From an optimization exercise on the open Yosys and OpenROAD flow, aimed at small area and a short achievable clock period; shortcuts taken in it are not production practice.
In this exercise RTL edits were held to simulation tests only and were not proved equivalent to the original.
The flow treats the clock pin as an ideal source, which a real chip does not have.
Power figures rest on the tool's default switching activity, not on a simulated workload.

### flow/flow/run.sh
#!/bin/bash
# Layout: the standard ORFS flow (standard.sh, unchanged synthesis) with
# these ORFS variables changed:
#  - REMOVE_ABC_BUFFERS=1: floorplan removes the buffers synthesis inserted;
#    with the 120 ns clock they have nothing to do, and repair_design puts
#    back the ones that slew, capacitance or fanout need.
#  - ports are buffered with sky130_fd_sc_hd__buf_2 instead of the delay cell
#    buffer_ports picks by default.
#  - clock tree: no dummy loads, clkbuf_4/clkbuf_8 buffers, larger sink
#    clusters.
# Each tool's log is in orfs/logs/; make's own output goes to standard.log.
set -euo pipefail
export REMOVE_ABC_BUFFERS=1
export BUFFER_PORTS_ARGS="-buffer_cell sky130_fd_sc_hd__buf_2"
export CTS_ARGS="-sink_clustering_enable -repair_clock_nets -dont_use_dummy_load -sink_clustering_size 15 -sink_clustering_max_diameter 80 -buf_list {sky130_fd_sc_hd__clkbuf_8}"
bash standard.sh > standard.log 2>&1
### flow/design.v
module ADC(clock, reset, ADC_CS_N, ADC_DIN, ADC_SCLK, ADC_DOUT, serial_parallel_data, data, late28, late27);
	input clock, reset;
	output reg ADC_CS_N;
	output reg ADC_DIN;
	output reg ADC_SCLK;
	input ADC_DOUT;
	output reg [11:0] serial_parallel_data;
	output reg [11:0] data;
	output wire late28;      
	output wire late27;      
	localparam QUIET0 = 3'b000, QUIET1 = 3'b001, QUIET2 = 3'b010;
	localparam CYCLE0 = 3'b100, CYCLE1 = 3'b101, CYCLE2 = 3'b110, CYCLE3 = 3'b111;
	reg [2:0] state;
	reg [3:0] count;
	reg [11:0] buffer;
	reg [2:0] cc;
	wire en = (cc == 3'd4);
	wire ctrl = (count == 4'd0) | (count == 4'd6) | (count == 4'd7) | (count == 4'd11);
	wire [3:0] cnt_inc = {count[3] ^ (&count[2:0]), count[2] ^ (&count[1:0]), count[1] ^ count[0], ~count[0]};
	wire last_cycles = (state == QUIET0) | (state[2] & (count == 4'd15));
	assign late28 = last_cycles | ((state == CYCLE3) & (count == 4'd14) & (cc >= 3'd2));
	assign late27 = last_cycles | ((state == CYCLE3) & (count == 4'd14) & (cc >= 3'd3));
	always @(posedge clock)
		if (reset | en) cc <= 3'd0;
		else cc <= {cc[1] & cc[0] ^ cc[2], cc[1] ^ cc[0], ~cc[0]};
	always @(posedge clock)
		if (reset) begin
			ADC_CS_N <= 1'b1;
			ADC_DIN <= 1'b0;
			ADC_SCLK <= 1'b1;
			state <= QUIET0;
			count <= 4'b0;
			buffer <= 12'b0;
			data <= 12'b0;
			serial_parallel_data <= 12'b0;
		end else if (en) begin
			case (state)
				QUIET0: begin
					state <= QUIET1;
					data <= buffer;
					serial_parallel_data <= data;
				end
				QUIET1: state <= QUIET2;
				QUIET2: begin
					state <= CYCLE0;
					ADC_CS_N <= 1'b0;
					ADC_DIN <= ctrl;
					count <= cnt_inc;
				end
				CYCLE0: begin
					state <= CYCLE1;
					ADC_SCLK <= 1'b0;
				end
				CYCLE1: state <= CYCLE2;
				CYCLE2: begin
					state <= CYCLE3;
					ADC_SCLK <= 1'b1;
				end
				default: begin  
					if (count == 4'b1111) begin
						state <= QUIET0;
						ADC_CS_N <= 1'b1;
					end else
						state <= CYCLE0;
					ADC_DIN <= ctrl;
					buffer <= {buffer[10:0], ADC_DOUT};
					count <= cnt_inc;
				end
			endcase
		end
endmodule
module magnitude(voltage, clk, reset, win_f, amp, dc_offset);
	input [11:0] voltage;
	input clk;
	input reset;
	input [19:0] win_f;
	output reg [11:0] amp;
	output reg [11:0] dc_offset;
	function lt12(input [11:0] a, input [11:0] b);    
		integer i;
		begin
			lt12 = 1'b0;
			for (i = 0; i < 12; i = i + 1)
				lt12 = (~a[i] & b[i]) | ((~a[i] | b[i]) & lt12);
		end
	endfunction
	function [12:0] add12(input [11:0] a, input [11:0] b, input cin);
		integer i;
		reg c;
		begin
			c = cin;
			for (i = 0; i < 12; i = i + 1) begin
				add12[i] = a[i] ^ b[i] ^ c;
				c = (a[i] & b[i]) | (c & (a[i] ^ b[i]));
			end
			add12[12] = c;
		end
	endfunction
	reg [11:0] max;
	reg [11:0] min;
	wire win = (win_f == 20'd27);
	wire [12:0] sum = add12(max, min, 1'b0);
	wire [12:0] dif = add12(max, ~min, 1'b1);
	always @(posedge clk)
		if (reset) begin
			amp <= 12'b0;
			max <= 12'b0;
			min <= 12'hfff;
			dc_offset <= 12'b0;
		end else begin
			dc_offset <= sum[12:1];
			if (win) begin
				amp <= 12'b0;
				max <= 12'b0;
				min <= 12'hfff;
			end else begin
				amp <= dif[11:0];
				if (lt12(max, voltage)) max <= voltage;
				if (lt12(voltage, min)) min <= voltage;
			end
		end
endmodule
module frequency(clk, reset, data, mean, next_data, late28, late27, win_f, freq_bcd);
	input clk;
	input reset;
	input [11:0] data;        
	input [11:0] mean;        
	input [11:0] next_data;   
	input late28;             
	input late27;             
	output reg [19:0] win_f;
	output reg [14:0] freq_bcd;
	localparam [25:0] NCONST = 26'd50000000;
	function lt12(input [11:0] a, input [11:0] b);    
		integer i;
		begin
			lt12 = 1'b0;
			for (i = 0; i < 12; i = i + 1)
				lt12 = (~a[i] & b[i]) | ((~a[i] | b[i]) & lt12);
		end
	endfunction
	function [12:0] add12(input [11:0] a, input [11:0] b);
		integer i;
		reg c;
		begin
			c = 1'b0;
			for (i = 0; i < 12; i = i + 1) begin
				add12[i] = a[i] ^ b[i] ^ c;
				c = (a[i] & b[i]) | (c & (a[i] ^ b[i]));
			end
			add12[12] = c;
		end
	endfunction
	function [31:0] inc32(input [31:0] a);
		integer i;
		reg c;
		begin
			c = 1'b1;
			for (i = 0; i < 32; i = i + 1) begin
				inc32[i] = a[i] ^ c;
				c = c & a[i];
			end
		end
	endfunction
	reg [1:0] mode;
	reg [4:0] csat;           
	wire lt = lt12(data, mean);
	wire gt = lt12(mean, data);
	wire m00 = (mode == 2'b00), m11 = (mode == 2'b11), m01 = (mode == 2'b01);
	wire xing = gt & m00;
	wire inc = (lt & (m00 | m01)) | (gt & (m11 | m01));
	wire [11:0] spd_f = late28 ? next_data : data;
	reg [11:0] max_g, min_g;
	reg [1:0] mode_f;
	reg [31:0] cnt_f;
	wire [12:0] sum_f = add12(max_g, min_g);
	wire [11:0] dc_f = sum_f[12:1];
	wire [11:0] spd_g = late27 ? next_data : data;
	wire lt_f = lt12(spd_f, dc_f);
	wire gt_f = lt12(dc_f, spd_f);
	wire m00_f = (mode_f == 2'b00), m11_f = (mode_f == 2'b11), m01_f = (mode_f == 2'b01);
	wire xing_f = gt_f & m00_f;
	wire inc_f = (lt_f & (m00_f | m01_f)) | (gt_f & (m11_f | m01_f));
	reg [4:0] step;
	reg [4:0] cnt_s;
	wire busy = (step != 5'd27);
	wire big_f = ~busy & (cnt_f[31] | (|cnt_f[30:5]) | (cnt_f[4:0] > 5'd27));
	wire start = xing_f & big_f;
	wire [31:0] cnt_s_inc = inc32({27'd0, cnt_s});
	wire [4:0] cnt_s_nx = xing_f ? 5'd1 : inc_f ? cnt_s_inc[4:0] : cnt_s;
	always @(posedge clk)
		if (reset) begin
			max_g <= 12'd0;
			min_g <= 12'd0;
			mode_f <= 2'b00;
			cnt_f <= 32'd1;
			win_f <= 20'd28;
		end else begin
			if (win_f == 20'd999999) win_f <= 20'd0;
			else win_f <= inc32({12'd0, win_f});
			if (win_f == 20'd0) begin     
				max_g <= 12'd0;
				min_g <= 12'hfff;
			end else begin
				if (lt12(max_g, spd_g)) max_g <= spd_g;
				if (lt12(spd_g, min_g)) min_g <= spd_g;
			end
			if (busy) begin
				if (step == 5'd26) cnt_f <= {27'd0, cnt_s_nx};
			end else if (xing_f) begin
				if (~start) cnt_f <= 32'd1;
			end else if (inc_f)
				cnt_f <= inc32(cnt_f);
			if (xing_f)
				mode_f <= 2'b11;
			else begin
				if (gt_f & m11_f) mode_f <= 2'b01;
				if (lt_f & m01_f) mode_f <= 2'b00;
			end
		end
	always @(posedge clk)
		cnt_s <= cnt_s_nx;
	wire neg = cnt_f[31];
	wire cin = ~neg;
	wire [25:0] dx = neg ? cnt_f[25:0] : ~cnt_f[25:0];
	wire inr = (cnt_f[31:26] == 6'd0) | (cnt_f[31:26] == 6'h3f);
	reg [25:0] rem;
	reg [14:0] bcd;
	wire nbit = NCONST[5'd25 - step];
	wire [26:0] r2 = {rem, nbit};
	reg [27:0] diff;
	reg dc_;
	integer di;
	always @(*) begin
		dc_ = cin;
		for (di = 0; di < 26; di = di + 1) begin
			diff[di] = r2[di] ^ dx[di] ^ dc_;
			dc_ = (r2[di] & dx[di]) | (dc_ & (r2[di] ^ dx[di]));
		end
		diff[26] = ~(r2[26] ^ dc_);
		diff[27] = ~(r2[26] | dc_);
	end
	wire ge = inr & ~diff[27];
	wire qb = ge ^ neg;
	function [3:0] adj(input [3:0] d);
		adj = (d >= 4'd5) ? d + 4'd3 : d;
	endfunction
	wire [3:0] au = adj(bcd[3:0]), at = adj(bcd[7:4]), ah = adj(bcd[11:8]);
	wire [14:0] dd = {bcd[13:12], ah[3], ah[2:0], at[3], at[2:0], au[3], au[2:0], qb};
	wire u9 = (bcd[3:0] == 4'd9), t9 = (bcd[7:4] == 4'd9), h9 = (bcd[11:8] == 4'd9);
	wire wrap = (bcd == 15'h4095);
	wire [3:0] ui = u9 ? 4'd0 : bcd[3:0] + 4'd1;
	wire [3:0] ti = u9 ? (t9 ? 4'd0 : bcd[7:4] + 4'd1) : bcd[7:4];
	wire [3:0] hi = (u9 & t9) ? (h9 ? 4'd0 : bcd[11:8] + 4'd1) : bcd[11:8];
	wire [2:0] thi = (u9 & t9 & h9) ? bcd[14:12] + 3'd1 : bcd[14:12];
	wire [14:0] binc = wrap ? 15'd0 : {thi, hi, ti, ui};
	always @(posedge clk)
		if (reset)
			step <= 5'd27;
		else if (start) begin
			rem <= 26'd0;
			step <= 5'd0;
			bcd <= 15'd0;
		end else if (step < 5'd26) begin
			step <= inc32({27'd0, step});
			if (ge) rem <= diff[25:0];
			else rem <= r2[25:0];
			if (step >= 5'd14) bcd <= dd;
		end else if (step == 5'd26) begin
			step <= 5'd27;
			if (neg) bcd <= binc;
		end
	reg [14:0] rom;
	always @(*)
		case (csat)
			5'd1: rom = 15'h0128;  
			5'd2: rom = 15'h2112;  
			5'd3: rom = 15'h0042;  
			5'd4: rom = 15'h3104;  
			5'd5: rom = 15'h1664;  
			5'd6: rom = 15'h2069;  
			5'd7: rom = 15'h3529;  
			5'd8: rom = 15'h3600;  
			5'd9: rom = 15'h1379;  
			5'd10: rom = 15'h2880;  
			5'd11: rom = 15'h2990;  
			5'd12: rom = 15'h1034;  
			5'd13: rom = 15'h0009;  
			5'd14: rom = 15'h3812;  
			5'd15: rom = 15'h3285;  
			5'd16: rom = 15'h3848;  
			5'd17: rom = 15'h0248;  
			5'd18: rom = 15'h0689;  
			5'd19: rom = 15'h1946;  
			5'd20: rom = 15'h1440;  
			5'd21: rom = 15'h1176;  
			5'd22: rom = 15'h3543;  
			5'd23: rom = 15'h3033;  
			5'd24: rom = 15'h2565;  
			5'd25: rom = 15'h1152;  
			5'd26: rom = 15'h2052;  
			5'd27: rom = 15'h0459;  
			default: rom = 15'h0000;
		endcase
	always @(posedge clk)
		if (reset) begin
			mode <= 2'b00;
			csat <= 5'd0;
			freq_bcd <= 15'd0;
		end else if (xing) begin
			freq_bcd <= (csat > 5'd27) ? bcd : rom;
			csat <= 5'd1;
			mode <= 2'b11;
		end else begin
			if (inc & (csat != 5'd31)) csat <= inc32({27'd0, csat});
			if (gt & m11) mode <= 2'b01;
			if (lt & m01) mode <= 2'b00;
		end
endmodule
module hvsync_generator(
    input clk,
    input reset,
    input ce,
    output reg vga_h_sync,
    output reg vga_v_sync,
    output reg vga_blank,
    output reg inDisplayArea,
    output reg [9:0] CounterX,
    output reg [8:0] CounterY
  );
    reg [9:0] xinc;
    reg [8:0] yinc;
    reg cx, cy;
    integer i;
    always @(*) begin
      cx = 1'b1;
      for (i = 0; i < 10; i = i + 1) begin xinc[i] = CounterX[i] ^ cx; cx = cx & CounterX[i]; end
      cy = 1'b1;
      for (i = 0; i < 9; i = i + 1) begin yinc[i] = CounterY[i] ^ cy; cy = cy & CounterY[i]; end
    end
    wire CounterXmaxed = (CounterX == 10'd800);
    wire hs_n = ~((CounterX > 10'd656) && (CounterX < 10'd752));
    wire vs_n = ~(CounterY == 9'd491);
    always @(posedge clk)
    if (reset) begin
      CounterX <= 10'd0;
      CounterY <= 9'd0;
      vga_h_sync <= 1'b1;
      vga_v_sync <= 1'b1;
      vga_blank <= 1'b1;
      inDisplayArea <= 1'b0;
    end else if (ce) begin
      CounterX <= CounterXmaxed ? 10'd0 : xinc;
      if (CounterXmaxed) CounterY <= yinc;
      vga_h_sync <= hs_n;
      vga_v_sync <= vs_n;
      vga_blank <= hs_n & vs_n;
      inDisplayArea <= (CounterX < 10'd640) && (CounterY < 9'd480);
    end
endmodule
module vga(vpp, offset, freq_bcd, clk, reset, vga_h_sync, vga_v_sync, vga_R, vga_G, vga_B, vga_clk, vga_blank, vga_sync, dalgalar, a_sayisi);
input clk;
input reset;
input [11:0] vpp, offset;
input [14:0] freq_bcd;
input [1:0] dalgalar;
input [1:0] a_sayisi;
output vga_h_sync, vga_v_sync, vga_clk, vga_blank, vga_sync;
output [7:0] vga_R, vga_G, vga_B;
wire inDisplayArea;
wire [9:0] CounterX;
wire [8:0] CounterY;
reg clk_25;
reg [1:0] dal_r, a_r;     
reg r_out, g_out, b_out;
wire pix_ce = ~clk_25;
always @(posedge clk)
	if (reset) clk_25 <= 1'b0;
	else clk_25 <= ~clk_25;
reg vclk;
always @(posedge clk)
	if (reset) vclk <= 1'b0;
	else vclk <= ~vclk;
hvsync_generator hvsync(.clk(clk), .reset(reset), .ce(pix_ce), .vga_h_sync(vga_h_sync), .vga_v_sync(vga_v_sync),
	.vga_blank(vga_blank), .inDisplayArea(inDisplayArea), .CounterX(CounterX), .CounterY(CounterY));
localparam D = 1;
wire x_tick = (CounterX == 10'd41 + D) || (CounterX == 10'd80 + D) || (CounterX == 10'd120 + D) || (CounterX == 10'd160 + D) ||
	(CounterX == 10'd200 + D) || (CounterX == 10'd240 + D) || (CounterX == 10'd280 + D) || (CounterX == 10'd320 + D) ||
	(CounterX == 10'd360 + D) || (CounterX == 10'd400 + D) || (CounterX == 10'd440 + D) || (CounterX == 10'd480 + D) ||
	(CounterX == 10'd520 + D) || (CounterX == 10'd560 + D) || (CounterX == 10'd600 + D);
wire y_tick = (CounterY == 9'd41) || (CounterY == 9'd80) || (CounterY == 9'd120) || (CounterY == 9'd160) ||
	(CounterY == 9'd200) || (CounterY == 9'd240) || (CounterY == 9'd280) || (CounterY == 9'd320) ||
	(CounterY == 9'd360) || (CounterY == 9'd400) || (CounterY == 9'd439);
reg frame_m;
always @(*)
	if (CounterY > 9'd41 && CounterY < 9'd50) frame_m = x_tick;
	else if (CounterX > 10'd42 + D && CounterX < 10'd52 + D) frame_m = y_tick;
	else if (CounterX == 10'd41 + D || CounterX == 10'd600 + D) frame_m = (CounterY > 9'd40 && CounterY < 9'd440);
	else if (CounterY == 9'd41 || CounterY == 9'd439) frame_m = (CounterX > 10'd51 + D && CounterX < 10'd601 + D);
	else frame_m = 1'b0;
wire sq = ((CounterX == 10'd80 + D || CounterX == 10'd240 + D || CounterX == 10'd400 + D || CounterX == 10'd560 + D) &&
		CounterY > 9'd121 && CounterY < 9'd279) ||
	(CounterY == 9'd121 && ((CounterX > 10'd80 + D && CounterX < 10'd240 + D) || (CounterX > 10'd400 + D && CounterX < 10'd560 + D))) ||
	(CounterY == 9'd279 && ((CounterX > 10'd52 + D && CounterX < 10'd80 + D) || (CounterX > 10'd240 + D && CounterX < 10'd400 + D) ||
		(CounterX > 10'd560 + D && CounterX < 10'd590 + D)));
reg [10:0] xpy;
reg [9:0] xmy;
reg ca, cs;
integer i;
always @(*) begin
	ca = 1'b0; cs = 1'b1;
	for (i = 0; i < 10; i = i + 1) begin
		xpy[i] = CounterX[i] ^ (i < 9 ? CounterY[i] : 1'b0) ^ ca;
		ca = (CounterX[i] & (i < 9 ? CounterY[i] : 1'b0)) | (ca & (CounterX[i] ^ (i < 9 ? CounterY[i] : 1'b0)));
		xmy[i] = CounterX[i] ^ ~(i < 9 ? CounterY[i] : 1'b0) ^ cs;
		cs = (CounterX[i] & ~(i < 9 ? CounterY[i] : 1'b0)) | (cs & (CounterX[i] ^ ~(i < 9 ? CounterY[i] : 1'b0)));
	end
	xpy[10] = ca;
end
wire ytri = CounterY > 9'd119 && CounterY < 9'd281;
wire tri_ = ytri && ((CounterX > 10'd59 + D && CounterX < 10'd221 + D && xpy == 11'd340 + D) ||
	(CounterX > 10'd220 + D && CounterX < 10'd381 + D && xmy == 10'd100 + D) ||
	(CounterX > 10'd380 + D && CounterX < 10'd541 + D && xpy == 11'd660 + D));
wire [2:0] dc6 = (a_r == 2'd0) ? 3'd2 : (a_r == 2'd1) ? 3'd3 : (a_r == 2'd2) ? 3'd1 : 3'd4;    
wire seg1 = (a_r == 2'd0) ? (CounterX < 10'd135) : (a_r == 2'd1) ? (CounterX < 10'd141) :
	(a_r == 2'd2) ? (CounterX < 10'd129) : (CounterX < 10'd147);                             
wire seg3 = (a_r == 2'd0) ? (CounterX >= 10'd177) : (a_r == 2'd1) ? (CounterX >= 10'd190) :
	(a_r == 2'd2) ? (CounterX >= 10'd163) : (CounterX >= 10'd203);                           
wire [9:0] offp = seg1 ? 10'd105 : ~seg3 ? 10'd99 :
	(a_r == 2'd0) ? 10'd99 : (a_r == 2'd1) ? 10'd100 : (a_r == 2'd2) ? 10'd98 : 10'd101;      
wire [2:0] dvc = seg1 ? dc6 - 3'd1 : dc6;
reg [9:0] su;
reg csu;
integer m;
always @(*) begin
	csu = 1'b1;
	for (m = 0; m < 10; m = m + 1) begin
		su[m] = CounterX[m] ^ ~offp[m] ^ csu;
		csu = (CounterX[m] & ~offp[m]) | (csu & (CounterX[m] ^ ~offp[m]));
	end
end
function [2:0] dsub(input [3:0] t, input [2:0] dcode);
	reg [3:0] d;
	begin
		d = t - ({1'b0, dcode} + 4'd4);
		dsub = d[2:0];
	end
endfunction
function [3:0] dstep(input [2:0] dcode, input [2:0] r, input b);
	reg [3:0] t;
	begin
		t = {r, b};
		if (t >= {1'b0, dcode} + 4'd4) dstep = {1'b1, dsub(t, dcode)};
		else dstep = {1'b0, t[2:0]};
	end
endfunction
reg [6:0] kq;
reg [2:0] rr;
reg [3:0] st;
always @(*) begin
	rr = su[9:7];
	for (m = 6; m >= 0; m = m - 1) begin
		st = dstep(dvc, rr, su[m]);
		kq[m] = st[3];
		rr = st[2:0];
	end
end
wire [3:0] wid = (~seg1 & ~seg3 & kq == 7'd12) ? ((a_r == 2'd0) ? 4'd2 : (a_r == 2'd1) ? 4'd3 : (a_r == 2'd2) ? 4'd1 : 4'd4) : 4'd2;
wire ins = (CounterX >= 10'd105) && (rr < wid) && (kq <= 7'd82);
wire fp_s = kq < 7'd35;
wire [5:0] ps = (kq < 7'd14) ? kq[5:0] : (kq < 7'd35) ? kq[5:0] + 6'd1 : (kq < 7'd71) ? kq[5:0] - 6'd35 : kq[5:0] - 6'd7;
reg [8:0] yb, yb2;       
always @(*)
	case (ps)
		6'd0: yb = 9'd176;
		6'd1: yb = 9'd188;
		6'd2: yb = 9'd202;
		6'd3: yb = 9'd216;
		6'd4: yb = 9'd232;
		6'd5: yb = 9'd244;
		6'd6: yb = 9'd258;
		6'd7: yb = 9'd270;
		6'd8: yb = 9'd281;
		6'd9: yb = 9'd290;
		6'd10: yb = 9'd297;
		6'd11: yb = 9'd301;
		6'd12: yb = 9'd303;
		6'd13: yb = 9'd303;
		6'd14: yb = 9'd302;
		6'd15: yb = 9'd299;
		6'd16: yb = 9'd294;
		6'd17: yb = 9'd286;
		6'd18: yb = 9'd276;
		6'd19: yb = 9'd264;
		6'd20: yb = 9'd251;
		6'd21: yb = 9'd239;
		6'd22: yb = 9'd223;
		6'd23: yb = 9'd209;
		6'd24: yb = 9'd195;
		6'd25: yb = 9'd182;
		6'd26: yb = 9'd171;
		6'd27: yb = 9'd161;
		6'd28: yb = 9'd153;
		6'd29: yb = 9'd147;
		6'd30: yb = 9'd144;
		6'd31: yb = 9'd143;
		6'd32: yb = 9'd145;
		6'd33: yb = 9'd150;
		6'd34: yb = 9'd156;
		6'd35: yb = 9'd166;
		default: yb = 9'd0;
	endcase
always @(*)
	if (1'b0) yb2 = yb;
	else if (fp_s && ps == 6'd1) yb2 = 9'd189;
	else if (fp_s && ps == 6'd4) yb2 = 9'd231;
	else if (fp_s && ps == 6'd5) yb2 = 9'd245;
	else yb2 = yb;
reg [8:0] yd;
reg cy;
integer n;
always @(*) begin
	cy = 1'b1;
	for (n = 0; n < 9; n = n + 1) begin
		yd[n] = CounterY[n] ^ ~yb2[n] ^ cy;
		cy = (CounterY[n] & ~yb2[n]) | (cy & (CounterY[n] ^ ~yb2[n]));
	end
end
wire sine = ins & (yd[8:2] == 7'd0) & (yd[1:0] != 2'd3);
wire wave = (dal_r == 2'b10) ? sq : (dal_r == 2'b01) ? tri_ : (dal_r == 2'b11) ? sine : 1'b0;
wire mag = ~wave & frame_m;
reg [3:0] slot;
reg [4:0] col;
wire [3:0] nslot = (CounterX == 10'd78) ? 4'd1 : (CounterX == 10'd97) ? 4'd2 : (CounterX == 10'd157) ? 4'd3 :
	(CounterX == 10'd176) ? 4'd4 : (CounterX == 10'd246) ? 4'd5 : (CounterX == 10'd267) ? 4'd6 :
	(CounterX == 10'd398) ? 4'd7 : (CounterX == 10'd412) ? 4'd8 : (CounterX == 10'd427) ? 4'd9 :
	(CounterX == 10'd443) ? 4'd10 : (CounterX == 10'd457) ? 4'd11 : 4'd0;
wire [4:0] colinc = {col[4] ^ (&col[3:0]), col[3] ^ (&col[2:0]), col[2] ^ (&col[1:0]), col[1] ^ col[0], ~col[0]};
always @(posedge clk)
	if (pix_ce) begin
		if (nslot != 4'd0) begin
			slot <= nslot;
			col <= 5'd0;
		end else if (col != 5'd31)
			col <= colinc;
	end
wire sel_vpp = slot <= 4'd2;
wire [11:0] vsel = sel_vpp ? vpp : offset;
reg [15:0] v9;
reg [16:0] v25;
reg c9, c25;
integer j;
always @(*) begin
	c9 = 1'b0;
	for (j = 0; j < 15; j = j + 1) begin
		v9[j] = (j < 12 ? vsel[j] : 1'b0) ^ (j >= 3 ? vsel[j-3] : 1'b0) ^ c9;
		c9 = ((j < 12 ? vsel[j] : 1'b0) & (j >= 3 ? vsel[j-3] : 1'b0)) | (c9 & ((j < 12 ? vsel[j] : 1'b0) ^ (j >= 3 ? vsel[j-3] : 1'b0)));
	end
	v9[15] = c9;
	c25 = 1'b0;
	for (j = 0; j < 17; j = j + 1) begin
		v25[j] = (j < 16 ? v9[j] : 1'b0) ^ (j >= 4 && j < 16 ? vsel[j-4] : 1'b0) ^ c25;
		c25 = ((j < 16 ? v9[j] : 1'b0) & (j >= 4 && j < 16 ? vsel[j-4] : 1'b0)) | (c25 & ((j < 16 ? v9[j] : 1'b0) ^ (j >= 4 && j < 16 ? vsel[j-4] : 1'b0)));
	end
end
wire [5:0] vr = v25[16:11];
reg [3:0] vt, vu;
always @(*)
	case (vr)
		6'd0: {vt, vu} = 8'h00;
		6'd1: {vt, vu} = 8'h01;
		6'd2: {vt, vu} = 8'h02;
		6'd3: {vt, vu} = 8'h03;
		6'd4: {vt, vu} = 8'h04;
		6'd5: {vt, vu} = 8'h05;
		6'd6: {vt, vu} = 8'h06;
		6'd7: {vt, vu} = 8'h07;
		6'd8: {vt, vu} = 8'h08;
		6'd9: {vt, vu} = 8'h09;
		6'd10: {vt, vu} = 8'h10;
		6'd11: {vt, vu} = 8'h11;
		6'd12: {vt, vu} = 8'h12;
		6'd13: {vt, vu} = 8'h13;
		6'd14: {vt, vu} = 8'h14;
		6'd15: {vt, vu} = 8'h15;
		6'd16: {vt, vu} = 8'h16;
		6'd17: {vt, vu} = 8'h17;
		6'd18: {vt, vu} = 8'h18;
		6'd19: {vt, vu} = 8'h19;
		6'd20: {vt, vu} = 8'h20;
		6'd21: {vt, vu} = 8'h21;
		6'd22: {vt, vu} = 8'h22;
		6'd23: {vt, vu} = 8'h23;
		6'd24: {vt, vu} = 8'h24;
		6'd25: {vt, vu} = 8'h25;
		6'd26: {vt, vu} = 8'h26;
		6'd27: {vt, vu} = 8'h27;
		6'd28: {vt, vu} = 8'h28;
		6'd29: {vt, vu} = 8'h29;
		6'd30: {vt, vu} = 8'h30;
		6'd31: {vt, vu} = 8'h31;
		6'd32: {vt, vu} = 8'h32;
		6'd33: {vt, vu} = 8'h33;
		6'd34: {vt, vu} = 8'h34;
		6'd35: {vt, vu} = 8'h35;
		6'd36: {vt, vu} = 8'h36;
		6'd37: {vt, vu} = 8'h37;
		6'd38: {vt, vu} = 8'h38;
		6'd39: {vt, vu} = 8'h39;
		6'd40: {vt, vu} = 8'h40;
		6'd41: {vt, vu} = 8'h41;
		6'd42: {vt, vu} = 8'h42;
		6'd43: {vt, vu} = 8'h43;
		6'd44: {vt, vu} = 8'h44;
		6'd45: {vt, vu} = 8'h45;
		6'd46: {vt, vu} = 8'h46;
		6'd47: {vt, vu} = 8'h47;
		6'd48: {vt, vu} = 8'h48;
		6'd49: {vt, vu} = 8'h49;
		default: {vt, vu} = 8'h00;
	endcase
reg [3:0] dig;
always @(*)
	case (slot)
		4'd1, 4'd5: dig = vt;
		4'd2, 4'd6: dig = vu;
		4'd8: dig = {1'b0, freq_bcd[14:12]};
		4'd9: dig = freq_bcd[11:8];
		4'd10: dig = freq_bcd[7:4];
		4'd11: dig = freq_bcd[3:0];
		default: dig = 4'd0;
	endcase
wire posF = slot == 4'd6;
wire posM = slot == 4'd8;
wire [4:0] rcol = (slot == 4'd1 || slot == 4'd7) ? 5'd11 : (slot >= 4'd8) ? 5'd12 : 5'd10;
wire [4:0] hend = (slot == 4'd1 || slot >= 4'd7) ? 5'd11 : 5'd9;
wire isL = col == 5'd0;
wire isR = col == rcol;
wire isH = (col != 5'd0 || slot == 4'd7) && col <= hend;
wire isD = (slot == 4'd1 && (col == 5'd15 || col == 5'd16)) || (slot == 4'd3 && (col == 5'd13 || col == 5'd14)) ||
	(slot == 4'd5 && (col == 5'd14 || col == 5'd15));
reg [7:1] seg;
always @(*)
	case (dig)
		4'd0: seg = 7'b0111111;
		4'd1: seg = 7'b0000110;
		4'd2: seg = 7'b1011011;
		4'd3: seg = 7'b1001111;
		4'd4: seg = 7'b1100110;
		4'd5: seg = 7'b1101101;
		4'd6: seg = 7'b1111101;
		4'd7: seg = 7'b0000111;
		4'd8: seg = 7'b1111111;
		default: seg = 7'b1101111;
	endcase
wire f3 = posF && dig == 4'd3, m4 = posM && dig == 4'd4;
wire s1 = seg[1], s2 = seg[2], s3 = seg[3], s4 = seg[4] & ~f3, s5 = seg[5] | m4, s6 = (seg[6] & ~m4) | f3, s7 = seg[7];
wire yu = CounterY >= 9'd450 && CounterY <= 9'd459;
wire yl = CounterY >= 9'd460 && CounterY <= 9'd470;
wire digit = (CounterY == 9'd450 && isH && s1) || (isR && yu && s2) || (isR && yl && s3) ||
	(CounterY == 9'd470 && isH && s4) || (isL && yl && s5) || (isL && yu && s6) ||
	(CounterY == 9'd460 && isH && s7) || (isD && (CounterY == 9'd469 || CounterY == 9'd470));
always @(posedge clk)
	if (pix_ce) begin
		dal_r <= dalgalar;
		a_r <= a_sayisi;
	end
always @(posedge clk)
	if (reset) begin
		r_out <= 1'b0;
		g_out <= 1'b0;
		b_out <= 1'b0;
	end else if (pix_ce) begin
		if (inDisplayArea) begin
			r_out <= digit | mag;
			g_out <= wave;
			b_out <= mag;
		end else begin
			r_out <= 1'b0;
			g_out <= 1'b0;
			b_out <= 1'b0;
		end
	end
assign vga_R = {8{r_out}};
assign vga_G = {8{g_out}};
assign vga_B = {8{b_out}};
assign vga_sync = vga_blank;
assign vga_clk = vclk;
endmodule
module adc_to_vga(clock, reset, ADC_CS_N, ADC_DIN, ADC_SCLK, ADC_DOUT, vga_R, vga_G,
vga_B, vga_clk, vga_blank, vga_sync, vga_h_sync, vga_v_sync, dalgalar, a_sayisi);
	output [7:0] vga_R, vga_G, vga_B;
	output wire vga_clk, vga_blank, vga_sync, vga_h_sync, vga_v_sync;
	input clock, reset;
	input [1:0] a_sayisi, dalgalar;
	output wire ADC_CS_N;          
	output wire ADC_DIN;           
	output wire ADC_SCLK;          
	input ADC_DOUT;                
	wire [11:0] serial_parallel_data;
	wire [11:0] next_data;
	wire late28, late27;
	wire [11:0] signal_amp;
	wire [11:0] signal_offset;
	wire [19:0] win_f;
	wire [14:0] freq_bcd;
ADC system_1(.clock(clock), .reset(reset), .ADC_CS_N(ADC_CS_N), .ADC_DIN(ADC_DIN), .ADC_SCLK(ADC_SCLK), .ADC_DOUT(ADC_DOUT),
	.serial_parallel_data(serial_parallel_data), .data(next_data), .late28(late28), .late27(late27));
magnitude system_2(.voltage(serial_parallel_data), .clk(clock), .reset(reset), .win_f(win_f), .dc_offset(signal_offset), .amp(signal_amp));
frequency system_3(.clk(clock), .reset(reset), .data(serial_parallel_data), .mean(signal_offset), .next_data(next_data),
	.late28(late28), .late27(late27), .win_f(win_f), .freq_bcd(freq_bcd));
vga system_4(.vpp(signal_amp), .offset(signal_offset), .freq_bcd(freq_bcd), .clk(clock), .reset(reset), .vga_h_sync(vga_h_sync), .vga_v_sync(vga_v_sync),
.vga_R(vga_R), .vga_G(vga_G), .vga_B(vga_B), .vga_clk(vga_clk), .vga_blank(vga_blank), .vga_sync(vga_sync), .dalgalar(dalgalar), .a_sayisi(a_sayisi));
endmodule
### flow/config.mk
export PLATFORM = sky130hd
export DESIGN_NAME = adc_to_vga
export DESIGN_NICKNAME = adc_to_vga
export VERILOG_FILES = /design/flow/design.v
export SDC_FILE = /design/flow/constraint.sdc
export NUM_CORES = 4
export LEC_CHECK = 0
export CAP_MARGIN = 20
export CORE_MARGIN = 2
export CORE_UTILIZATION = 40
export GPL_TIMING_DRIVEN = 0
export SLEW_MARGIN = 20
### flow/constraint.sdc
create_clock -name core_clock -period 120.0 [get_ports {clock}]
set_input_delay 24.0000 -clock core_clock [delete_from_list [all_inputs] [get_ports {clock}]]
set_output_delay 24.0000 -clock core_clock [all_outputs]
set_load 0.01 [all_outputs]
### flow/standard.sh
#!/bin/bash
# synth_recipe.tcl (not shown) runs the flow's synth.tcl, then flattens the netlist and writes it again
# the make line also repeats each setting of config.mk as NAME=value (left out here)
make -C /OpenROAD-flow-scripts/flow DESIGN_CONFIG=/design/flow/config.mk WORK_HOME=/design/flow/orfs CLKGATE_MAP_FILE= SYNTH_SCRIPT=/design/flow/synth_recipe.tcl "${@:-finish}"
==> results.tsv, run 1 <==
metric	value	unit
status	no timing/DRC/antenna violations	
register area share after synthesis	27.96	%
WP data arrival	1.22	ns
fill cell count	5653	
Max FO, Critical Path	9	
Layout area overhead	4.501	%
Final WS setup	94.78	ns
Finished Layout Cells	3326	
CTS max path bufs	3	
Yosys top cell area share	20.79	%
Mapped Cells	2665	
Via Count	18290	
Avg Inst Size Synth	8.490	µm²
row cnt	87	
RSZ-0062 raised after global routing	no	
Main synth FF type	dfxtp_1	
die height	241.8	µm
Port-buffer cells	38	
worst min path class	register to register	
pre-CTS WS	94.41	ns
most common cell after layout, fill and taps aside	nor2_1	
ant diodes	0	
Hold Fails Final Rpt	0	
Initial Util	40.28	%
routed length per instance	15.86	µm
Startpoint Class	register	
PwrDens	22.52	mW/mm²
total negative slack	0	ns
vias in the first global route	17940	
Placed Cells	3300	
Max-Cap Viols	0	
slowest CP cell	dfxtp_1	
pin count of the biggest net entering global routing	73	
slew at the pin closest to its max-slew limit	1.022	ns
H-tree levels	1	
routed wire length	52.77	mm
DIE AREA	0.05848	mm²
clock sink count	289	
Detailed Routing Iterations Pass 1	5	
max frequency	0.03965	GHz
grt total ovfl	0	
worst skew pair latency	0.65	ns
hold_buf cts	0	
core area	0.05617	mm²
setup bufs post-CTS	0	
data required time of the worst path	96.00	ns
DP Wirelength	38.96	mm
Reg clk slew, reported paths	0.09	ns
GRT Resource Usage Total	17.68	%
Period Utilization, post-route	21.02	%
first-pass GRT wire length	88.98	mm
Final Skew	0.08545	ns
Setup crit end kind	output pin	
Pins Over Slew Limit	0	
peak supply drop	0.05573	mV
overall power	0.5325	mW
TritonCTS clock tree	yes	
Critical Path Max Stage Delay	0.46	ns
mapped cell area	0.02263	mm²
Slew headroom	31.80	%
CP Class	register to output pin	
largest cells by area after synthesis	dfxtp_1, ha_1, fa_1	
crit-path cells	buf_2	
number of synthesized flops with an enable pin	54	
Worst Path Buf+Inv	1	
Synth Register Bits	289	
Die X	241.8	µm
CTS Buf Count	26	
Resized cells post-CTS	0	
Final nets	2885	
YS warnings	5	
DRC Markers	0	
CTS root buf	clkbuf_8	
Yosys top cell by area	dfxtp_1	
Avg Vias per Cell	5.498	
RePlAce Congestion	0.8803	
Detail Route Antenna Nets	0	
Leakage	9.814	nW
Crit path max-delay family	flip-flops	
Tmin final	25.22	ns
Final Setup Violations	0	
most frequent cells in the layout	nor2_1, dfxtp_1, nand2_1	
fraction of layout cells with a size suffix above 1	5.681	%
Unique masters post-synth	83	
initial drt markers	999	
ys async rst share	0	%
initial antenna violation count	0	
Ports	39	
routing by layer:
layer / global-route usage (%) / routed length [µm] / vias to the layer above
met2: 31.58 / 26080 / 354
met4: 4.811 / 1266 / 0
li1: - / - / 9108
met1: 22.52 / 23540 / 8740
met3: 2.031 / 1876 / 85
met5: 0 / 0 / -
power by group:
group	switching, mW	leakage, nW	total, mW	internal, mW
Clock	0.0327	0.187	0.0519	0.0192
Combinational	0.232	7.23	0.375	0.142
Sequential	0.00386	2.40	0.106	0.102
cell usage after synthesis (54+ instances only):
| cell | instances |
|---|---|
| a211oi_1 | 72 |
| fa_1 | 102 |
| clkbuf_1 | 122 |
| ha_1 | 204 |
| inv_1 | 211 |
| o21ai_0 | 99 |
| nor2_1 | 276 |
| nand3_1 | 70 |
| a21oi_1 | 180 |
| nand2_1 | 233 |
| dfxtp_1 | 235 |
| mux2i_1 | 101 |
| edfxtp_1 | 54 |
| nor3_1 | 61 |
registers in the layout, summed over array words and instances (netlist names), 15 cells and up:
name,count
system_3.cnt_f,32
system_3.rem,26
system_3.win_f,20
system_3.bcd,15
system_3.freq_bcd,15
path summary, 6_finish.rpt:
| path | to | from | cells past startpoint | slack [ns] |
|---|---|---|---|---|
| hold reg to reg | system_4.vclk | system_4.vclk | 1 | 0.41 |
| setup / recovery | vga_R[0] | system_4.r_out | 1 | 94.78 |
| setup reg to reg | system_4.g_out | system_4.hvsync.CounterX[1] | 86 | 98.54 |
| hold / removal | system_4.vclk | system_4.vclk | 1 | 0.41 |
area by class of cell:
cell class	count	area (µm²)	share of cell area, %
clock buffer	26	357.8	1.513
tap	756	945.9	4.001
multi-input combinational	1989	14800	62.61
sequential	289	6327	26.76
timing repair buffer	52	405.4	1.715
inverter	214	803.3	3.397
logic make-up (layout without fill, tap and decap cells):
logic type               after synthesis  after routing  synth area share (%)
AND/OR/NAND/NOR                      855            855                 17.65
AO/OA/AOI/OAI                        607            607                 17.44
buffers and inverters                387            292                 7.023
adder cells (fa/ha/maj)              332            332                 21.50
flip-flops                           289            289                 27.96
multiplexers                         121            121                 5.563
XOR/XNOR                              74             74                 2.865
stage by stage:
step,hold slack (ns),util (%),area [µm²]
after CTS,0.4109,42.08,23640
final,0.4108,42.09,23640
after floorplan,0.4229,-,21840
after global placement,0.3911,40.90,22980
after detailed placement,0.3930,41.44,23280
after global routing,0.4192,42.09,23640
==> run 2, diff against run 1 <==
--- a/flow/flow/run.sh
+++ b/flow/flow/run.sh
@@ -7,6 +7,6 @@
 #  - ports are buffered with sky130_fd_sc_hd__buf_2 instead of the delay cell
 #    buffer_ports picks by default.
-#  - clock tree: no dummy loads, clkbuf_4/clkbuf_8 buffers, larger sink
-#    clusters.
+#  - clock tree: no dummy loads, clkbuf_8 buffers, sink clusters of up to
+#    15 flip-flops within 80 um.
 # Each tool's log is in orfs/logs/; make's own output goes to standard.log.
 set -euo pipefail
==> results.tsv, run 2 <==
metric	value	unit
most frequent cells in the layout	nor2_1, dfxtp_1, nand2_1	
hold_buf cts	0	
Max-Cap Viols	0	
RePlAce Congestion	0.8803	
mapped cell area	0.02263	mm²
fill cell count	5653	
routed length per instance	15.86	µm
max frequency	0.03965	GHz
Final nets	2885	
DRC Markers	0	
Die X	241.8	µm
Main synth FF type	dfxtp_1	
met2 usage	31.58	%
pin count of the biggest net entering global routing	73	
most common cell after layout, fill and taps aside	nor2_1	
data required time of the worst path	96.00	ns
Pins Over Slew Limit	0	
initial drt markers	999	
Yosys top cell by area	dfxtp_1	
clock sink count	289	
Startpoint Class	register	
Worst Path Buf+Inv	1	
TritonCTS clock tree	yes	
Finished Layout Cells	3326	
DIE AREA	0.05848	mm²
worst min path class	register to register	
slowest CP cell	dfxtp_1	
total negative slack	0	ns
Yosys top cell area share	20.79	%
Final Cell Area	0.02364	mm²
YS warnings	5	
Leakage	9.814	nW
Largest regs	system_3.cnt_f x32, system_3.rem x26, system_3.win_f x20	
CTS max path bufs	3	
grt total ovfl	0	
ant diodes	0	
PwrDens	22.52	mW/mm²
Avg Vias per Cell	5.498	
initial antenna violation count	0	
Period Utilization, post-route	21.02	%
Placed Cells	3300	
die height	241.8	µm
Hold WS	0.4108	ns
status	no timing/DRC/antenna violations	
Unique masters post-synth	83	
Via Count	18290	
CP Class	register to output pin	
Detail Route Antenna Nets	0	
most frequent cell after synthesis	nor2_1	
Detailed Routing Iterations Pass 1	5	
Setup crit end kind	output pin	
Final Setup Violations	0	
Commonest cells post-synth	nor2_1, dfxtp_1, nand2_1, inv_1, ha_1	
Initial Util	40.28	%
fraction of layout cells with a size suffix above 1	5.681	%
CTS root buf	clkbuf_8	
Final WS setup	94.78	ns
GR peak layer	met2	
slew at the pin closest to its max-slew limit	1.022	ns
Layout area overhead	4.501	%
Resized cells post-CTS	0	
setup bufs post-CTS	0	
peak supply drop	0.05573	mV
max FFs per register	32	
Reg clk slew, reported paths	0.09	ns
Crit path max-delay family	flip-flops	
Mapped Cells	2665	
vias in the first global route	17940	
global routing usage on met3	2.031	%
Tmin final	25.22	ns
CTS Buf Count	26	
RSZ-0062 raised after global routing	no	
Synth Register Bits	289	
WP data arrival	1.22	ns
GRT Resource Usage Total	17.68	%
first-pass GRT wire length	88.98	mm
Critical Path Max Stage Delay	0.46	ns
largest cells by area after synthesis	dfxtp_1, ha_1, fa_1	
pre-CTS WS	94.41	ns
number of synthesized flops with an enable pin	54	
ys async rst share	0	%
DP Wirelength	38.96	mm
worst skew pair latency	0.65	ns
core area	0.05617	mm²
Avg Inst Size Synth	8.490	µm²
Max FO, Critical Path	9	
register area share after synthesis	27.96	%
Biggest register	system_3.cnt_f	
Port-buffer cells	38	
Final Skew	0.08545	ns
Slew headroom	31.80	%
H-tree levels	1	
met1 Usage GRT	22.52	%
Hold Fails Final Rpt	0	
crit-path cells	buf_2	
Ports	39	
row cnt	87	
routed wire length	52.77	mm
placed cell area	0.02328	mm²
run 2: cell counts after synthesis:
No cell type changed its count.
run 2: cell families (layout without fill, tap and decap cells):
kind of cell | after synthesis | in the layout | synth area share [%]
flops | 289 | 289 | 27.96
fa+ha+maj | 332 | 332 | 21.50
simple gates | 855 | 855 | 17.65
xor+xnor | 74 | 74 | 2.865
compound gates | 607 | 607 | 17.44
buf+inv | 387 | 292 | 7.023
mux | 121 | 121 | 5.563
run 2: routing by layer:
metal | wire length (µm) | share of wire, %
met2 | 26080 | 49
met3 | 1876 | 3.6
met5 | 0 | 0
met1 | 23540 | 45
met4 | 1266 | 2.4
run 2: layout make-up:
type                            count  area, µm²  area share (%)
Tap cell                          756      945.9           4.001
Clock buffer                       26      357.8           1.513
Multi-Input combinational cell   1989      14800           62.61
Timing Repair Buffer               52      405.4           1.715
Inverter                          214      803.3           3.397
Sequential cell                   289       6327           26.76
run 2: final timing paths:
check / depth (start not counted) / end / slack (ns) / start
max: 1 / vga_R[0] / 94.78 / system_4.r_out
min: 1 / system_4.vclk / 0.41 / system_4.vclk
max reg2reg: 86 / system_4.g_out / 98.54 / system_4.hvsync.CounterX[1]
min reg2reg: 1 / system_4.vclk / 0.41 / system_4.vclk
run 2: through the flow:
| stage | total power, mW | util [%] |
|---|---|---|
| floorplan | 0.3952 | - |
| global placement | 0.4660 | 40.90 |
| detailed placement | 0.4780 | 41.44 |
| CTS | 0.5329 | 42.08 |
| global route | 0.5953 | 42.09 |
| finish | 0.5325 | 42.09 |
run 2: where the power goes:
group	switching [mW]	total, mW	internal [mW]
Clock	0.0327	0.0519	0.0192
Sequential	0.00386	0.106	0.102
Combinational	0.232	0.375	0.142
Total	0.269	0.533	0.264
==> run 3, diff against run 2 <==
--- a/flow/flow/run.sh
+++ b/flow/flow/run.sh
@@ -9,8 +9,13 @@
 #  - clock tree: no dummy loads, clkbuf_8 buffers, sink clusters of up to
 #    15 flip-flops within 80 um.
-# Each tool's log is in orfs/logs/; make's own output goes to standard.log.
+# After clock tree synthesis, flow/upsize.tcl gives the flip-flops that drive
+# the colour outputs a stronger drive; then the standard flow continues.
+# make's output goes to standard_cts.log and standard.log, OpenROAD's for the
+# upsizing to upsize.log; each ORFS step's log is in orfs/logs/.
 set -euo pipefail
 export REMOVE_ABC_BUFFERS=1
 export BUFFER_PORTS_ARGS="-buffer_cell sky130_fd_sc_hd__buf_2"
 export CTS_ARGS="-sink_clustering_enable -repair_clock_nets -dont_use_dummy_load -sink_clustering_size 15 -sink_clustering_max_diameter 80 -buf_list {sky130_fd_sc_hd__clkbuf_8}"
+bash standard.sh cts > standard_cts.log 2>&1
+openroad -no_init -exit flow/upsize.tcl > upsize.log 2>&1
 bash standard.sh > standard.log 2>&1
==> flow/flow/upsize.tcl (new file) <==
# Give the three flip-flops that drive the 24 colour outputs (8 output
# buffers each) the strongest drive of their cell type, then legalize.
read_db orfs/results/sky130hd/adc_to_vga/base/4_cts.odb
set db [ord::get_db]
set block [ord::get_db_block]
set m4 [$db findMaster sky130_fd_sc_hd__dfxtp_4]
foreach inst [$block getInsts] {
  set n [$inst getName]
  if {[regexp {^system_4\.[rgb]_out\$} $n] && [[$inst getMaster] getName] == "sky130_fd_sc_hd__dfxtp_1"} {
    puts "upsizing $n"
    $inst swapMaster $m4
  }
}
detailed_placement
check_placement -verbose
write_db orfs/results/sky130hd/adc_to_vga/base/4_cts.odb
==> results.tsv, run 3 <==
metric	value	unit
CP Class	register to output pin	
YS warnings	5	
ant diodes	0	
Hold Fails Final Rpt	0	
Biggest register	system_3.cnt_f	
worst skew pair latency	0.65	ns
Die X	241.8	µm
Sw Ratio	50.60	%
Final Setup Violations	0	
Initial Util	40.28	%
Unique masters post-synth	83	
Detail Route Antenna Nets	0	
ys async rst share	0	%
Via Count	18260	
clock sink count	289	
Detailed Routing Iterations Pass 1	5	
overall power	0.5334	mW
Clk pwr share	9.7	%
GRT Resource Usage Total	17.70	%
Internal Power	0.2635	mW
register area share after synthesis	27.96	%
Max FO, Critical Path	3	
Layout area overhead	4.551	%
Avg Vias per Cell	5.490	
Pins Over Slew Limit	0	
Final Skew	0.08614	ns
slowest CP cell	dfxtp_1	
Placed Cells	3300	
status	no timing/DRC/antenna violations	
placed cell area	0.02328	mm²
most frequent cell after synthesis	nor2_1	
CTS max path bufs	3	
Finished Layout Cells	3326	
slew at the pin closest to its max-slew limit	1.022	ns
Resized cells post-CTS	0	
Ports	39	
critical path depth	1	
Worst Path Buf+Inv	1	
Period Utilization, post-route	20.97	%
Synth Register Bits	289	
TritonCTS clock tree	yes	
Largest regs	system_3.cnt_f x32, system_3.rem x26, system_3.win_f x20	
Leakage	9.816	nW
Mapped Cells	2665	
number of synthesized flops with an enable pin	54	
routed wire length	52.75	mm
core area	0.05617	mm²
Slew headroom	31.76	%
Avg Inst Size Synth	8.490	µm²
crit-path cells	buf_2	
DRC Markers	0	
total negative slack	0	ns
RSZ-0062 raised after global routing	no	
Final Cell Area	0.02366	mm²
CTS Buf Count	26	
worst min path class	register to register	
most common cell after layout, fill and taps aside	nor2_1	
most frequent cells in the layout	nor2_1, nand2_1, dfxtp_1	
first-pass GRT wire length	89.01	mm
peak supply drop	0.05579	mV
RePlAce Congestion	0.8803	
largest cells by area after synthesis	dfxtp_1, ha_1, fa_1	
Final nets	2885	
Yosys top cell area share	20.79	%
mapped cell area	0.02263	mm²
Reg2Reg Depth	86	
grt total ovfl	0	
hold_buf cts	0	
pin count of the biggest net entering global routing	73	
Critical Path Max Stage Delay	0.37	ns
Logic pwr share	70.5	%
fraction of layout cells with a size suffix above 1	5.798	%
Reg clk slew, reported paths	0.09	ns
routed length per instance	15.86	µm
Sw Pwr	0.2699	mW
initial antenna violation count	0	
PwrDens	22.55	mW/mm²
Port-buffer cells	38	
Commonest cells post-synth	nor2_1, dfxtp_1, nand2_1, inv_1, ha_1	
initial drt markers	979	
max FFs per register	32	
vias in the first global route	17940	
hold path depth	1	
row cnt	87	
Main synth FF type	dfxtp_1	
CTS root buf	clkbuf_8	
setup bufs post-CTS	0	
Setup crit end kind	output pin	
Tmin final	25.16	ns
Yosys top cell by area	dfxtp_1	
die height	241.8	µm
Max-Cap Viols	0	
DP Wirelength	38.96	mm
data required time of the worst path	96.00	ns
Startpoint Class	register	
H-tree levels	1	
Util after Layout	42.11	%
DIE AREA	0.05848	mm²
Crit path max-delay family	flip-flops	
fill cell count	5657	
WP data arrival	1.16	ns
max frequency	0.03975	GHz
Reg power frac	19.8	%
## run 3: changes by cell type in the layout (fill, tap and decap cells not counted)
cell	before	now
dfxtp_1	234	231
dfxtp_4	0	3
## run 3: logic make-up after synthesis
family | share of synthesized area [%]
AND/OR/NAND/NOR | 17.65
AO/OA/AOI/OAI | 17.44
buffers and inverters | 7.023
adder cells (fa/ha/maj) | 21.50
flip-flops | 27.96
multiplexers | 5.563
XOR/XNOR | 2.865
## run 3: final timing paths
kind	startpoint	endpoint	slack, ns
hold reg to reg	system_4.vclk	system_4.vclk	0.41
setup / recovery	system_1.ADC_CS_N	ADC_CS_N	94.84
hold / removal	system_4.vclk	system_4.vclk	0.41
setup reg to reg	system_4.hvsync.CounterX[1]	system_4.g_out	98.49
## run 3: per-stage QoR
stage | setup slack (ns) | hold slack, ns
after CTS | 94.72 | 0.4109
final | 94.84 | 0.4108
after floorplan | 94.47 | 0.4229
after global placement | 92.06 | 0.3911
after global routing | 94.74 | 0.4192
after detailed placement | 94.41 | 0.3930
## run 3: cell type report
type,count,area [µm²],share of cell area [%]
repair buffers,52,405.4,1.714
inverters,214,803.3,3.396
flip-flops and latches,289,6339,26.80
clock buffers,26,357.8,1.513
multi-input cells,1989,14800,62.58
well taps,756,945.9,3.999
## run 3: routing by layer
| layer | share of wire [%] | wire length (µm) | track usage [%] | up-vias |
|---|---|---|---|---|
| met3 | 3.9 | 2035 | 2.031 | 89 |
| met1 | 44 | 23440 | 22.53 | 8683 |
| li1 | - | - | - | 9108 |
| met4 | 2.4 | 1277 | 4.811 | 0 |
| met5 | 0 | 0 | 0 | - |
| met2 | 49 | 26000 | 31.60 | 381 |
## run 3: power groups by stage
stage	logic (mW)	clock network (mW)	registers [mW]
2_1_floorplan	0.288	0	0.107
3_3_place_gp	0.358	0	0.108
3_5_place_dp	0.370	0	0.108
4_1_cts	0.372	0.0549	0.106
5_1_grt	0.431	0.0576	0.106
6_report	0.376	0.0519	0.106

[port drivers added, routing unchanged]
How much do the figures lean on ideal ports? The routed layouts below were timed once more, with nothing changed but the port constraints. Step 1: set_driving_cell puts a clkbuf_16 on clock and a buf_2 on each other input, an assumption about the parent block. Step 2 moves the port delays by t, midway between the first and last clock arrival at a register: inputs arrive t later, outputs are due t later. That takes back most of the time a late clock gives input paths. Slacks: no drivers / after step 1 / after step 2; pairs: no drivers / after step 1.
run | t, ns | slack for setup (ns) | worst data-port slew with drivers (ns)
run 1 | 0.644 | 94.777 / 94.722 / 94.455 | 0.04
run 2 | 0.644 | 94.777 / 94.722 / 94.455 | 0.04
run 3 | 0.644 | 94.841 / 94.786 / 94.453 | 0.04
After both steps setup and hold are still met in every run listed. The setup slack of run 3, which loses most, moves by -0.055 ns with the drivers and by -0.388 ns with both steps.
